What follows belongs to an exercise in optimizing a design on an open flow for small area and a short achievable clock period; a production flow would make more cautious choices.
In this exercise RTL edits were held to simulation tests only and were not proved equivalent to the original.
Power and IR drop assume default switching activity.

==> flow/config.mk <==
export PLATFORM = sky130hd
export DESIGN_NAME = cpu
export DESIGN_NICKNAME = cpu
export VERILOG_FILES = /design/flow/design.v
export SDC_FILE = /design/flow/constraint.sdc
export NUM_CORES = 4
export LEC_CHECK = 0
export ABC_AREA = 1
export CAP_MARGIN = 20
export CORE_MARGIN = 2
export CORE_UTILIZATION = 40
export CTS_BUF_LIST = sky130_fd_sc_hd__clkbuf_8
export PLACE_DENSITY = 0.6
export SETUP_SLACK_MARGIN = 5
export SLEW_MARGIN = 20
export SYNTH_HIERARCHICAL = 1
==> flow/constraint.sdc <==
create_clock -name core_clock -period 13.0 [get_ports {clk}]
set_input_delay 2.6000 -clock core_clock [delete_from_list [all_inputs] [get_ports {clk}]]
set_output_delay 2.6000 -clock core_clock [all_outputs]
set_load 0.01 [all_outputs]
==> flow/design.v <==
module alu_unit (
    input wire [25:0] inst,            
    input wire sA_m, sA_l, sA_w, sA_r,
    input wire sB_m, sB_l, sB_w, sB_r,
    input wire [31:0] m_alu, rdata, w_res, opA, opB,
    input wire fN, fZ, fC, fV,
    input wire rst,
    input wire pc_alu,                 
    input wire [31:0] pc_other,        
    output wire [31:0] alu_out,
    output wire [31:0] pc_d,           
    output wire fN_d, fZ_d, fC_d, fV_d   
  );
  wire [31:0] A = ({32{sA_m}} & m_alu) | ({32{sA_l}} & rdata) |
                  ({32{sA_w}} & w_res) | ({32{sA_r}} & opA);
  wire [3:0] op   = inst[24:21];
  wire       imm  = inst[25];
  wire [4:0] n    = inst[11:7];
  wire [1:0] sc   = inst[6:5];
  wire [3:0] rr   = inst[11:8];
  wire upd = (op[3:2] == 2'b10) | inst[20];
  wire [4:0] rot_amt = imm ? {rr, 1'b0} : ((sc == 2'b01) ? (5'd0 - n) : n);
  wire [31:0] rot_in = ({32{sB_m}} & m_alu) | ({32{sB_l}} & rdata) |
                       ({32{sB_w}} & w_res) | ({32{sB_r}} & opB) |
                       ({32{imm}} & {24'b0, inst[7:0]});
  wire [31:0] r0 = rot_amt[0] ? {rot_in[0],    rot_in[31:1]}  : rot_in;
  wire [31:0] r1 = rot_amt[1] ? {r0[1:0],   r0[31:2]}   : r0;
  wire [31:0] r2 = rot_amt[2] ? {r1[3:0],   r1[31:4]}   : r1;
  wire [31:0] r3 = rot_amt[3] ? {r2[7:0],   r2[31:8]}   : r2;
  wire [31:0] r4 = rot_amt[4] ? {r3[15:0],  r3[31:16]}  : r3;
  wire [31:0] mask = imm ? 32'hFFFFFFFF :
                     (sc == 2'b11) ? 32'hFFFFFFFF :
                     (sc == 2'b01) ? (32'hFFFFFFFF << n) : (32'hFFFFFFFF >> n);
  wire [31:0] S = r4 & mask;
  wire sh_carry = r4[31];
  wire ignC = imm ? (rr == 4'd0) : (n == 5'd0);
  wire is_sub = (op == 4'd2) | (op == 4'd6) | (op == 4'd10);
  wire is_rsb = (op == 4'd3) | (op == 4'd7);
  wire use_c  = (op == 4'd5) | (op == 4'd6) | (op == 4'd7);
  wire cin    = use_c ? fC : (is_sub | is_rsb);
  wire [31:0] X = A ^ {32{is_rsb}};
  wire [31:0] Y = S ^ {32{is_sub}};
  wire inv = is_rsb ^ is_sub;
  wire [31:0] as_x = A ^ S;
  wire [31:0] xy_x = as_x ^ {32{inv}};
  wire [31:0] xy_a = X & Y;
  wire [31:0] xy_o = X | Y;
  wire [31:0] g0 = {xy_a[31:1], xy_a[0] | (xy_o[0] & cin)};
  wire [31:0] p0 = xy_o;
  wire [31:0] g1, p1, g2, p2, g3, p3, g4, p4, g5;
  assign g1 = g0 | (p0 & {g0[30:0], 1'b0});
  assign p1 = p0 & {p0[30:0], 1'b0};
  assign g2 = g1 | (p1 & {g1[29:0], 2'b0});
  assign p2 = p1 & {p1[29:0], 2'b0};
  assign g3 = g2 | (p2 & {g2[27:0], 4'b0});
  assign p3 = p2 & {p2[27:0], 4'b0};
  assign g4 = g3 | (p3 & {g3[23:0], 8'b0});
  assign p4 = p3 & {p3[23:0], 8'b0};
  assign g5 = g4 | (p4 & {g4[15:0], 16'b0});
  wire [31:0] sum = as_x ^ ({g5[30:0], cin} ^ {32{inv}});
  wire        cout = g5[31];
  wire hz = ~sum[2] & (xy_x[31:3] == xy_o[30:2]);
  wire sum_small = hz & (fC ? (sum[1:0] != 2'b11) : (sum[1:0] == 2'b00));
  wire sum_zero  = hz & (sum[1:0] == 2'b00);
  wire s_wrap = (S[31:1] == 31'b0) & (~S[0] | fC);
  wire c_rsc  = s_wrap ? (~cout & sum_small) : (~cout | sum_small);
  wire c_sbc  = cout | (~fC & (&xy_x));
  wire is_arith = (op[3:1] == 3'b001) | (op[3:2] == 2'b01) | (op[3:1] == 3'b101);
  reg [31:0] logic_out;
  always @(*) begin
    case (op)
      4'd0, 4'd8:  logic_out = xy_a;
      4'd1, 4'd9:  logic_out = as_x;
      4'd13:       logic_out = Y;
      4'd14:       logic_out = xy_o;
      4'd15:       logic_out = ~X;
      default:     logic_out = 32'b0;
    endcase
  end
  assign alu_out = is_arith ? sum : logic_out;
  wire flag_N = alu_out[31];
  wire flag_Z = is_arith ? sum_zero : (logic_out == 32'b0);
  wire flag_C = (op == 4'd6) ? c_sbc :
                (op == 4'd7) ? c_rsc :
                is_arith ? cout :
                (op == 4'd12) ? 1'b0 : sh_carry;
  wire flag_V = is_arith ? ((X[31] == Y[31]) & (X[31] != sum[31])) :
                (op == 4'd12) ? 1'b0 : fV;
  wire wr_f = ~rst & upd;
  wire wr_c = ~rst & upd & ~ignC;
  assign fN_d = wr_f ? flag_N : (fN & ~rst);
  assign fZ_d = wr_f ? flag_Z : (fZ & ~rst);
  assign fV_d = wr_f ? flag_V : (fV & ~rst);
  assign fC_d = wr_c ? flag_C : (fC & ~rst);
  assign pc_d = pc_alu ? alu_out : pc_other;
endmodule
module decode_inst (
    input wire [31:0] inst,
    input wire noop,
    input wire fN, fZ, fC, fV,
    input wire [1:0] e_type,
    input wire e_ex,
    input wire [3:0] e_wr,
    output wire [1:0] d_type,
    output wire [3:0] d_ra, d_rb, d_wr,
    output wire d_ex, d_rwe, d_mwe, d_is_b,
    output wire stall, take_b
  );
  wire [2:0] code = inst[27:25];
  assign d_is_b  = (code == 3'b101);
  wire is_ls = (code == 3'b010);
  assign d_type = d_is_b ? 2'b11 :
                  is_ls ? (inst[20] ? 2'b01 : 2'b10) : 2'b00;
  wire is_data  = (d_type == 2'b00);
  wire is_load  = (d_type == 2'b01);
  wire is_store = (d_type == 2'b10);
  assign d_ra = inst[19:16];
  assign d_wr = d_is_b ? 4'd14 : inst[15:12];
  assign d_rb = is_store ? inst[15:12] : inst[3:0];
  reg cond_valid;
  always @(*) begin
    case (inst[31:28])
      4'b0000: cond_valid =  fZ;
      4'b0001: cond_valid = ~fZ;
      4'b0010: cond_valid =  fC;
      4'b0011: cond_valid = ~fC;
      4'b0100: cond_valid =  fN;
      4'b0101: cond_valid = ~fN;
      4'b0110: cond_valid =  fV;
      4'b0111: cond_valid = ~fV;
      4'b1000: cond_valid =  fC & ~fZ;
      4'b1001: cond_valid = ~fC | fZ;
      4'b1010: cond_valid =  fN == fV;
      4'b1011: cond_valid =  fN != fV;
      4'b1100: cond_valid = ~fZ & (fN == fV);
      4'b1101: cond_valid = ~fZ & (fN != fV);
      4'b1110: cond_valid =  1'b1;
      default: cond_valid =  1'b0;
    endcase
  end
  assign d_ex  = cond_valid & ~noop;
  assign d_rwe = d_ex & ((d_is_b & inst[24]) | is_data | is_load);
  assign d_mwe = d_ex & is_store;
  assign stall = (e_type == 2'b01) & e_ex & is_data & d_ex &
                 ((e_wr == d_ra) | (e_wr == d_rb));
  assign take_b = d_is_b & d_ex;
endmodule
module fetch_addr (
    input wire rst, stall, take_b,
    input wire [7:0] pc_w,        
    input wire [7:0] off,         
    output wire [7:0] imem_addr
  );
  wire [7:0] nxt = stall ? pc_w : (take_b ? (pc_w + off) : (pc_w + 8'd1));
  assign imem_addr = rst ? 8'b0 : nxt;
endmodule
module mem_addr (
    input wire fwd,                    
    input wire [11:0] rdata,
    input wire [11:0] pre,             
    output wire [9:0] addr
  );
  wire [11:0] a = rdata & {12{fwd}};
  wire [11:0] g0 = a & pre;
  wire [11:0] p0 = a | pre;
  wire [11:0] g1 = g0 | (p0 & {g0[10:0], 1'b0});
  wire [11:0] p1 = p0 & {p0[10:0], 1'b0};
  wire [11:0] g2 = g1 | (p1 & {g1[9:0], 2'b0});
  wire [11:0] p2 = p1 & {p1[9:0], 2'b0};
  wire [11:0] g3 = g2 | (p2 & {g2[7:0], 4'b0});
  wire [11:0] p3 = p2 & {p2[7:0], 4'b0};
  wire [11:0] g4 = g3 | (p3 & {g3[3:0], 8'b0});
  wire [11:0] sum = a ^ (pre ^ {g4[10:0], 1'b0});
  assign addr = sum[11:2];
endmodule
module cpu(
    input wire clk,
    input wire resetn,
    output wire [7:0] imem_addr,
    input wire [31:0] imem_rdata,
    output wire [9:0] dmem_addr,
    output wire dmem_we,
    output wire [31:0] dmem_wdata,
    input wire [31:0] dmem_rdata,
    output wire wb_en,
    output wire [3:0] wb_reg,
    output wire [31:0] wb_data
  );
  wire rst = !resetn;
  reg [31:0] pc;
  reg [31:0] d_inst;
  reg        d_noop;
  reg        fN, fZ, fC, fV;
  reg [25:0] e_inst;           
  reg [1:0]  e_type;
  reg [3:0]  e_ra, e_rb, e_wr;
  reg        e_rwe, e_mwe, e_ex;
  reg [15:0] x_ra, x_rb;       
  reg [1:0]  m_type;
  reg [3:0]  m_ra, m_rb, m_wr;
  reg        m_rwe, m_mwe, m_ex;
  reg [31:0] m_alu;
  reg [11:0] m_pre;            
  reg [31:0] m_sdata;          
  reg        sM_a, sM_d;       
  reg sA_m, sA_l, sA_w, sB_m, sB_l, sB_w;
  reg        w_load;
  reg [3:0]  w_wr;
  reg        w_rwe, w_ex;
  reg [31:0] w_res;            
  reg [31:0] e_bnl, m_bnl;
  reg [511:0] rf;
  wire [1:0] d_type;
  wire [3:0] d_ra, d_rb, d_wr;
  wire d_ex, d_rwe, d_mwe, d_is_b, stall, take_b;
  decode_inst u_dec (.inst(d_inst), .noop(d_noop),
      .fN(fN), .fZ(fZ), .fC(fC), .fV(fV),
      .e_type(e_type), .e_ex(e_ex), .e_wr(e_wr),
      .d_type(d_type), .d_ra(d_ra), .d_rb(d_rb), .d_wr(d_wr),
      .d_ex(d_ex), .d_rwe(d_rwe), .d_mwe(d_mwe), .d_is_b(d_is_b),
      .stall(stall), .take_b(take_b));
  fetch_addr u_fa (.rst(rst), .stall(stall), .take_b(take_b),
      .pc_w(pc[9:2]), .off(d_inst[7:0]), .imem_addr(imem_addr));
  wire [31:0] pc_inc = pc + 32'd4;
  wire [31:0] pc_br  = pc + {{6{d_inst[23]}}, d_inst[23:0], 2'b00};
  wire [31:0] pc_nxt = take_b ? pc_br : pc_inc;
  wire [31:0] rwd = ({32{w_load}} & dmem_rdata) | w_res;
  wire rf_we = w_rwe;
  reg [31:0] e_opA, e_opB;
  integer ri;
  always @(*) begin
    e_opA = 32'b0;
    e_opB = 32'b0;
    for (ri = 0; ri < 16; ri = ri + 1) begin
      e_opA = e_opA | (rf[32*ri +: 32] & {32{x_ra[ri]}});
      e_opB = e_opB | (rf[32*ri +: 32] & {32{x_rb[ri]}});
    end
  end
  wire sA_r = ~(sA_m | sA_l | sA_w);
  wire sB_r = ~(sB_m | sB_l | sB_w | e_inst[25]);
  wire [31:0] alu_out;
  wire [31:0] pc_d;
  wire fN_d, fZ_d, fC_d, fV_d;
  wire pc_alu = ~rst & ~stall & (w_wr == 4'd15);
  wire [31:0] pc_other = rst ? 32'b0 : (stall ? pc : pc_nxt);
  alu_unit u_alu (.inst(e_inst),
      .sA_m(sA_m), .sA_l(sA_l), .sA_w(sA_w), .sA_r(sA_r),
      .sB_m(sB_m), .sB_l(sB_l), .sB_w(sB_w), .sB_r(sB_r),
      .m_alu(m_alu), .rdata(dmem_rdata), .w_res(w_res), .opA(e_opA), .opB(e_opB),
      .fN(fN), .fZ(fZ), .fC(fC), .fV(fV), .rst(rst),
      .pc_alu(pc_alu), .pc_other(pc_other), .alu_out(alu_out), .pc_d(pc_d),
      .fN_d(fN_d), .fZ_d(fZ_d), .fC_d(fC_d), .fV_d(fV_d));
  mem_addr u_ma (.fwd(sM_a), .rdata(dmem_rdata[11:0]), .pre(m_pre), .addr(dmem_addr));
  assign dmem_we    = m_mwe;
  assign dmem_wdata = ({32{sM_d}} & dmem_rdata) | m_sdata;
  wire [3:0] n_ra = stall ? 4'd0 : d_ra;
  wire [3:0] n_rb = stall ? 4'd0 : d_rb;
  wire n_imm = ~stall & d_inst[25];
  wire n_wload = (m_type == 2'b01);
  wire nA_m = (n_ra == e_wr) & e_ex;
  wire nA_w = (n_ra == m_wr) & m_ex & ~nA_m;
  wire nB_m = (n_rb == e_wr) & e_ex & ~n_imm;
  wire nB_w = (n_rb == m_wr) & m_ex & ~(nB_m | n_imm);
  wire [31:0] n_wres = (m_type == 2'b11) ? m_bnl :
                       (m_type == 2'b00) ? m_alu : 32'b0;
  wire nM_a = (e_ra == m_wr) & m_ex;
  wire nM_d = (e_rb == m_wr) & m_ex;
  wire [11:0] n_base  = ((e_ra == w_wr) & w_ex) ? rwd[11:0] : e_opA[11:0];
  wire [31:0] n_sdata = ((e_rb == w_wr) & w_ex) ? rwd : e_opB;
  wire [11:0] e_off = e_inst[11:0];
  wire [11:0] e_adj = ~e_inst[24] ? 12'd0 : (e_inst[23] ? e_off : (12'd0 - e_off));
  always @(posedge clk) begin
    if (rst)
      d_inst <= 32'b0;
    else if (!stall)
      d_inst <= imem_rdata;
    if (rst)
      d_noop <= 1'b1;
    else if (pc == 32'b0)
      d_noop <= 1'b0;
    else
      d_noop <= d_is_b;
    pc <= pc_d;
    e_bnl <= pc_inc;
    m_bnl <= e_bnl;
    x_ra <= 16'd1 << d_ra;
    x_rb <= 16'd1 << d_rb;
    if (stall) begin
      e_inst <= 26'b0;
      e_type <= 2'b0;
      e_ra <= 4'b0; e_rb <= 4'b0; e_wr <= 4'b0;
      e_rwe <= 1'b0; e_mwe <= 1'b0; e_ex <= 1'b0;
    end else begin
      e_inst <= d_inst[25:0];
      e_type <= d_type;
      e_ra <= d_ra; e_rb <= d_rb; e_wr <= d_wr;
      e_rwe <= d_rwe; e_mwe <= d_mwe; e_ex <= d_ex;
    end
    fN <= fN_d; fZ <= fZ_d; fC <= fC_d; fV <= fV_d;
    m_type <= e_type;
    m_ra <= e_ra; m_rb <= e_rb; m_wr <= e_wr;
    m_rwe <= e_rwe; m_ex <= e_ex;
    m_mwe <= rst ? 1'b0 : e_mwe;
    m_alu <= alu_out;
    m_pre   <= e_adj + ((nM_a & n_wload) ? 12'b0 : nM_a ? n_wres[11:0] : n_base);
    m_sdata <= (nM_d & n_wload) ? 32'b0 : nM_d ? n_wres : n_sdata;
    sM_a <= nM_a & n_wload;
    sM_d <= nM_d & n_wload;
    sA_m <= nA_m; sA_l <= nA_w & n_wload; sA_w <= nA_w & ~n_wload;
    sB_m <= nB_m; sB_l <= nB_w & n_wload; sB_w <= nB_w & ~n_wload;
    w_load <= n_wload;
    w_wr <= m_wr;
    w_ex <= m_ex;
    w_rwe <= rst ? 1'b0 : m_rwe;
    w_res <= n_wres;
  end
  wire [31:0] rf_wd = rwd & {32{resetn}};
  genvar gi;
  generate
    for (gi = 0; gi < 16; gi = gi + 1) begin : g_rf
      always @(posedge clk)
        if (rst | (rf_we & (w_wr == gi)))
          rf[32*gi +: 32] <= rf_wd;
    end
  endgenerate
  assign wb_en   = w_rwe;
  assign wb_reg  = w_wr;
  assign wb_data = rwd;
endmodule
==> flow/flow/run.sh <==
#!/bin/bash
# The standard layout (standard.sh: standard synthesis, floorplan, place,
# CTS, route) with three layout knobs changed; clock period and constraints
# are the standard flow's own:
#  - repair may resize a cell to one of another footprint;
#  - ports are buffered with buf_2 cells.
set -euo pipefail
bash standard.sh SETUP_SLACK_MARGIN=7 MATCH_CELL_FOOTPRINT=0 \
  "BUFFER_PORTS_ARGS=-buffer_cell sky130_fd_sc_hd__buf_2" finish > standard_flow.log 2>&1
==> flow/standard.sh <==
#!/bin/bash
# synth_recipe.tcl (not shown) runs the flow's synth.tcl, then flattens the netlist and writes it again
# the make line also repeats each setting of config.mk as NAME=value (left out here)
make -C /OpenROAD-flow-scripts/flow DESIGN_CONFIG=/design/flow/config.mk WORK_HOME=/design/flow/orfs CLKGATE_MAP_FILE= SYNTH_SCRIPT=/design/flow/synth_recipe.tcl "${@:-finish}"
==> results.py, run 1 <==
metrics = {
    "clock_network": {
        "root_buffer": "clkbuf_8",
        "path_clk_slew_ns": 0.06,
        "h-tree-depth": 4,
        "numClockSinks": 844,
        "cts_buffers": 146,
        "clock_latency_ns": 0.88,
        "holdBufCountCts": 0,
        "ctsLongestPathBuffers": 3,
        "cts_tree": "yes",
    },
    "placement": {
        "dp_hpwl_um": 156000,
        "port_buffers": 153,
        "dp_slack_ns": 6.301,
        "gp_congestion": 1.066,
    },
    "setup_path": {
        "critPathKind": "primary input to primary output",
        "worstPathCellList": "buf_12, nand2_8, nand2_8, buf_6, nand2_2, nand2_1, nand2_1, nand2_1, nand2_1, nand3_1, nand2_1, nand2_2, buf_6",
        "cpMostUsedCell": "nand2_1",
        "max_stage_delay_ns": 0.12,
        "crit_path_end_kind": "primary output",
        "cp-start-kind": "primary input",
        "arrival_ns": 3.67,
        "required_ns": 10.40,
        "cp_max_fo": 4,
        "cp_slowest_cell": "buf_12",
    },
    "global_route": {
        "gr-usage-met3_pct": 10.21,
        "grt_usage_pct": 34.92,
        "busiest_layer": "met2",
        "grt.overflow.total": 0,
        "use_met1_pct": 47.66,
        "grt_start_max_net_pins": 68,
        "grt_pass1_vias": 47310,
        "antenna_found_initial": 12,
        "grt_pass1_wl_um": 323100,
        "grt_use_met2_pct": 50.33,
    },
    "drt": {
        "wl_um": 230100,
        "drtIter0Drc": 7729,
        "avgViaCountPerCell": 5.967,
        "num_vias": 51390,
        "drt_drc_violations_left": 0,
        "wire_per_inst_um": 26.71,
        "firstDrtPassIters": 8,
        "antenna_left": 0,
    },
    "floorplan": {
        "rows": 129,
        "die_y_um": 356.9,
        "dieArea_um2": 127400,
        "num_io_pins": 154,
        "chipWidth_um": 356.9,
        "start_util_pct": 40.29,
        "core_um2": 123600,
    },
    "cells_and_area": {
        "nNetsFinal": 6978,
        "drive_gt1_share_pct": 12.85,
        "final_util_pct": 46.15,
        "final_common_cell": "nand2_1",
        "fill_cells": 12460,
        "synthToLayoutAreaGrowth_pct": 14.53,
        "final_cell_mix": "nand2_1, inv_1, nand3_1",
    },
    "power": {
        "p_per_area_nw_per_um2": 155.7,
        "p_leak_nw": 26.04,
        "ir_drop_mv": 0.1207,
    },
    "timing": {
        "hold_viol": 0,
        "min_period_over_period_pct": 48.22,
        "worst_pin_slew_ns": 1.400,
        "skew_ns": 0.04784,
        "fmax_mhz": 159.5,
        "period_minus_slack_ns": 6.268,
        "slew_violations": 0,
        "rsz0062_at_grt": "yes",
        "setup_ws_ns": 6.732,
        "hold_ws_ns": 0.3085,
        "setup_viol_count_final": 0,
        "setup-tns-final_ns": 0,
        "slew_headroom_pct": 6.543,
    },
    "logic_synthesis": {
        "synth_area_um2": 49820,
        "synth_nets": 6803,
        "yosysWarnings": 9,
        "postSynthCellCount": 6676,
        "avgSynthCellArea_um2": 7.462,
    },
    "hold_path": {
        "min_path_type": "register to register",
    },
    "flow_run": {
        "cap_viol_max_count": 0,
    },
    "outcome": {
        "status": "finished clean",
    },
}
==> path summary, 6_finish.rpt <==
kind	to	cells after the start	start	slack (ns)
setup / recovery	dmem_addr[7]	13	dmem_rdata[2]	6.73
hold / removal	m_bnl[29]$_DFF_P_	0	e_bnl[29]$_DFF_P_	0.31
setup reg to reg	fZ$_DFF_P_	22	x_rb[7]$_SDFF_PP0_	7.08
hold reg to reg	m_bnl[29]$_DFF_P_	0	e_bnl[29]$_DFF_P_	0.31
==> critical path, delay by kind of cell <==
kind | cells | cell delay (ns)
buf+inv | 3 | 0.36
simple gates | 10 | 0.71
==> sequential cells by signal, summed over array words and instances, names as in the netlist, 12 cells and up <==
register and count:
m_pre 12, e_inst 18, m_bnl 32, e_bnl 32
x_ra 16, rf 512, m_alu 32, x_rb 16
w_res 32, d_inst 32, pc 32, m_sdata 32
==> metrics by stage <==
| step | power (mW) | cells | instance area, um2 |
|---|---|---|---|
| after floorplan | 5.053 | 6676 | 49820 |
| after global placement | 6.185 | 8298 | 52510 |
| after detailed placement | 6.192 | 8300 | 52520 |
| after CTS | 8.729 | 8591 | 56380 |
| after global routing | 9.207 | 8610 | 57050 |
| final | 8.886 | 8613 | 57050 |
==> layout make-up <==
type                            count  area [um2]  area share (%)
Antenna cell                        5       12.51         0.02193
Inverter                          687        2600           4.557
Clock buffer                      168        2312           4.053
Timing Repair Buffer              304        2246           3.936
Clock inverter                    100       668.1           1.171
Sequential cell                   844       22090           38.72
Tap cell                         1637        2048           3.590
Multi-Input combinational cell   4868       25080           43.95
==> report_power, final <==
group          switching (mW)  internal [mW]
registers               0.282           3.31
logic                    2.04          0.749
clock network            1.16           1.34
==> timing repair <==
action	4_1_cts	5_1_grt
resized for setup	183	134
setup buffers	17	17
cloned	6	0
pin swaps	42	74
setup endpoints to repair	37	49
==> layer usage <==
metal / share of wire, % / wire, um
met5: 0.051 / 118
met3: 14 / 31510
met1: 40 / 91160
met2: 41 / 94140
met4: 5.7 / 13160
==> run 2: changes to the inputs <==
--- a/flow/design.v
+++ b/flow/design.v
@@ -47,16 +47,22 @@
   wire [31:0] xy_o = X | Y;
   wire [31:0] g0 = {xy_a[31:1], xy_a[0] | (xy_o[0] & cin)};
   wire [31:0] p0 = xy_o;
-  wire [31:0] g1, p1, g2, p2, g3, p3, g4, p4, g5;
-  assign g1 = g0 | (p0 & {g0[30:0], 1'b0});
-  assign p1 = p0 & {p0[30:0], 1'b0};
-  assign g2 = g1 | (p1 & {g1[29:0], 2'b0});
-  assign p2 = p1 & {p1[29:0], 2'b0};
-  assign g3 = g2 | (p2 & {g2[27:0], 4'b0});
-  assign p3 = p2 & {p2[27:0], 4'b0};
-  assign g4 = g3 | (p3 & {g3[23:0], 8'b0});
-  assign p4 = p3 & {p3[23:0], 8'b0};
-  assign g5 = g4 | (p4 & {g4[15:0], 16'b0});
+  reg [31:0] g5, pp;
+  integer bi, bs;
+  always @(*) begin
+    g5 = g0;
+    pp = p0;
+    for (bs = 1; bs < 32; bs = bs * 2)
+      for (bi = 2 * bs - 1; bi < 32; bi = bi + 2 * bs) begin
+        g5[bi] = g5[bi] | (pp[bi] & g5[bi - bs]);
+        pp[bi] = pp[bi] & pp[bi - bs];
+      end
+    for (bs = 8; bs >= 1; bs = bs / 2)
+      for (bi = 3 * bs - 1; bi < 32; bi = bi + 2 * bs) begin
+        g5[bi] = g5[bi] | (pp[bi] & g5[bi - bs]);
+        pp[bi] = pp[bi] & pp[bi - bs];
+      end
+  end
   wire [31:0] sum = as_x ^ ({g5[30:0], cin} ^ {32{inv}});
   wire        cout = g5[31];
   wire hz = ~sum[2] & (xy_x[31:3] == xy_o[30:2]);
--- a/flow/config.mk
+++ b/flow/config.mk
@@ -8,9 +8,8 @@
 export ABC_AREA = 1
 export CAP_MARGIN = 20
 export CORE_MARGIN = 2
-export CORE_UTILIZATION = 40
-export CTS_BUF_LIST = sky130_fd_sc_hd__clkbuf_8
-export PLACE_DENSITY = 0.6
+export CORE_UTILIZATION = 50
+export PLACE_DENSITY = 0.7
 export SETUP_SLACK_MARGIN = 5
 export SLEW_MARGIN = 20
 export SYNTH_HIERARCHICAL = 1
==> results.py, run 2 <==
metrics = {
    "clock_network": {
        "root_buffer": "clkbuf_16",
        "cts_tree": "yes",
        "numClockSinks": 844,
        "ctsLongestPathBuffers": 3,
        "path_clk_slew_ns": 0.06,
        "h-tree-depth": 3,
        "clock_latency_ns": 0.70,
        "cts_buffers": 91,
    },
    "placement": {
        "dp_slack_ns": 6.426,
        "gp_congestion": 1.073,
        "placed_cell_area_um2": 50690,
        "dp_hpwl_um": 140500,
        "port_buffers": 153,
    },
    "floorplan": {
        "dieArea_um2": 99680,
        "chipWidth_um": 315.7,
        "start_util_pct": 50.31,
        "rows": 114,
        "die_y_um": 315.7,
        "num_io_pins": 154,
        "core_um2": 96570,
    },
    "setup_path": {
        "cp_slowest_cell": "a21oi_4",
        "max_stage_delay_ns": 0.17,
        "worstPathCellList": "buf_6, nand2_2, nand2_4, nand2_4, inv_1, a21oi_4, nand3_2, nand2_1, nand2_1, buf_2",
        "arrival_ns": 3.61,
        "cp_max_fo": 6,
        "crit_path_end_kind": "primary output",
        "path_buf_inv": 3,
        "cp-start-kind": "primary input",
        "required_ns": 10.40,
        "path_delay_family": "simple AND/OR/NAND/NOR gates",
        "critPathKind": "primary input to primary output",
    },
    "cells_and_area": {
        "final_util_pct": 56.85,
        "design_area_um2": 54890,
        "drive_gt1_share_pct": 12.56,
        "regMostFlops": "rf",
        "final_cell_mix": "nand2_1, inv_1, edfxtp_1",
        "largest_register_ffs": 512,
        "synthToLayoutAreaGrowth_pct": 12.98,
        "nNetsFinal": 6528,
        "final_common_cell": "nand2_1",
    },
    "drt": {
        "firstDrtPassIters": 10,
        "drt_drc_violations_left": 0,
        "dr.max_layer_used": "met5",
        "detail_route.wirelength.met1_um": 76140,
        "antenna_left": 0,
        "wl_met3_um": 33640,
        "wl_um": 205700,
        "met2_length_um": 81360,
        "num_vias": 48930,
        "wire_per_inst_um": 26.53,
        "drtIter0Drc": 8127,
        "avgViaCountPerCell": 6.311,
    },
    "logic_synthesis": {
        "yosysWarnings": 9,
        "postSynthCellCount": 6304,
        "avgSynthCellArea_um2": 7.707,
        "synth_nets": 6431,
        "synth_area_um2": 48590,
    },
    "global_route": {
        "antenna_found_initial": 15,
        "grt.overflow.total": 0,
        "grt_pass1_vias": 44720,
        "grt_start_max_net_pins": 76,
        "grt_pass1_wl_um": 293600,
        "grt_usage_pct": 40.27,
    },
    "timing": {
        "rsz0062_at_grt": "yes",
        "min_period_over_period_pct": 47.80,
        "setup_ws_ns": 6.786,
        "setup-tns-final_ns": 0,
        "slew_headroom_pct": 12.26,
        "worst_pin_slew_ns": 1.302,
        "setup_viol_count_final": 0,
        "skew_ns": 0.03803,
        "slew_violations": 0,
        "hold_viol": 0,
        "fmax_mhz": 160.9,
        "period_minus_slack_ns": 6.214,
    },
    "hold_path": {
        "min_path_type": "register to register",
    },
    "power": {
        "ir_drop_mv": 0.1123,
        "clkPwrFrac_pct": 29.6,
        "p_per_area_nw_per_um2": 161.6,
        "internal_power_mw": 5.541,
        "switching_share_pct": 37.55,
        "seq_power_share_pct": 41.4,
        "p_leak_nw": 24.54,
        "power_frac_comb_pct": 29.0,
        "p_sw_mw": 3.332,
        "finalPower_mw": 8.873,
    },
    "flow_run": {
        "cap_viol_max_count": 0,
    },
    "outcome": {
        "status": "finished clean",
    },
}
## run 2: changes by cell type in the layout (fill, tap and decap cells not counted), moves of 29 or more
cell / change
nand2_1: -162
clkbuf_16: +90
nand4_1: -31
a221oi_1: +29
nand3_1: -145
clkbuf_8: -162
inv_1: -74
nor2_1: -56
xor2_1: +39
## run 2: final timing paths
check,startpoint,end,slack [ns],cells past startpoint
worst max register to register,x_rb[4]$_SDFF_PP0_,m_alu[9]$_DFF_P_,7.15,25
worst max-delay path,dmem_rdata[8],dmem_addr[7],6.79,10
worst min-delay path,e_bnl[8]$_DFF_P_,m_bnl[8]$_DFF_P_,0.32,0
worst min register to register,e_bnl[8]$_DFF_P_,m_bnl[8]$_DFF_P_,0.32,0
## run 2: power by group through the flow
stage | registers [mW] | clock network, mW | logic (mW)
2_1_floorplan | 3.58 | 0 | 1.44
3_3_place_gp | 3.69 | 0 | 2.34
3_5_place_dp | 3.69 | 0 | 2.35
4_1_cts | 3.65 | 2.62 | 2.42
5_1_grt | 3.70 | 2.73 | 2.71
6_report | 3.67 | 2.63 | 2.57
## run 2: cell type report
class	instances	area, um2
fillers	8800	41670
diodes	4	10.01
repair buffers	279	1929
multi-input cells	4531	23800
clock inverters	51	523.0
inverters	654	2481
flip-flops and latches	844	22080
clock buffers	114	2466
well taps	1276	1597
## run 2: layer usage
metal	vias up	global-route usage (%)
met5	-	0
met4	14	22.60
met3	770	12.63
met2	4064	56.29
met1	22560	55.12
li1	21520	-
## run 2: repair_timing
item	in CTS	in global routing
endpoints found under the setup margin	35	44
gates resized for setup	186	80
buffers inserted	14	7
cloned	3	1
pin swaps	50	32
hold buffers	0	0
## run 2: metrics by stage
step           hold slack, ns  cells
3_3_place_gp           0.3106   7555
2_1_floorplan          0.3096   6304
3_5_place_dp           0.3121   7558
6_report               0.3199   7753
5_1_grt                0.3203   7749
4_1_cts                0.3131   7740

[what the ideal ports hide]
The results above use ideal ports. As a check the final layouts listed here were re-extracted and re-timed, cells and wires unchanged.
Step 1 sets driving cells, clkbuf_16 on the clock port and buf_2 on the other inputs (assumed; they add their load-dependent delay and slew).
Step 2 moves the port delays by t, midway between the first and last clock arrival at a register: inputs arrive t later, outputs are due t later. That takes back most of the time a late clock gives input paths.
a / b / c = no drivers / after step 1 / after step 2; a / b = the first two.
run	t (ns)	slack for setup (ns)	worst data-port slew with drivers (ns)
run 1	0.929	6.732 / 6.683 / 6.314	0.27
run 2	0.752	6.786 / 6.718 / 6.392	0.18
After both steps every run listed still meets setup and hold. For run 1, which loses most, drivers alone change the setup slack by -0.049 ns; drivers and shift together by -0.418 ns.
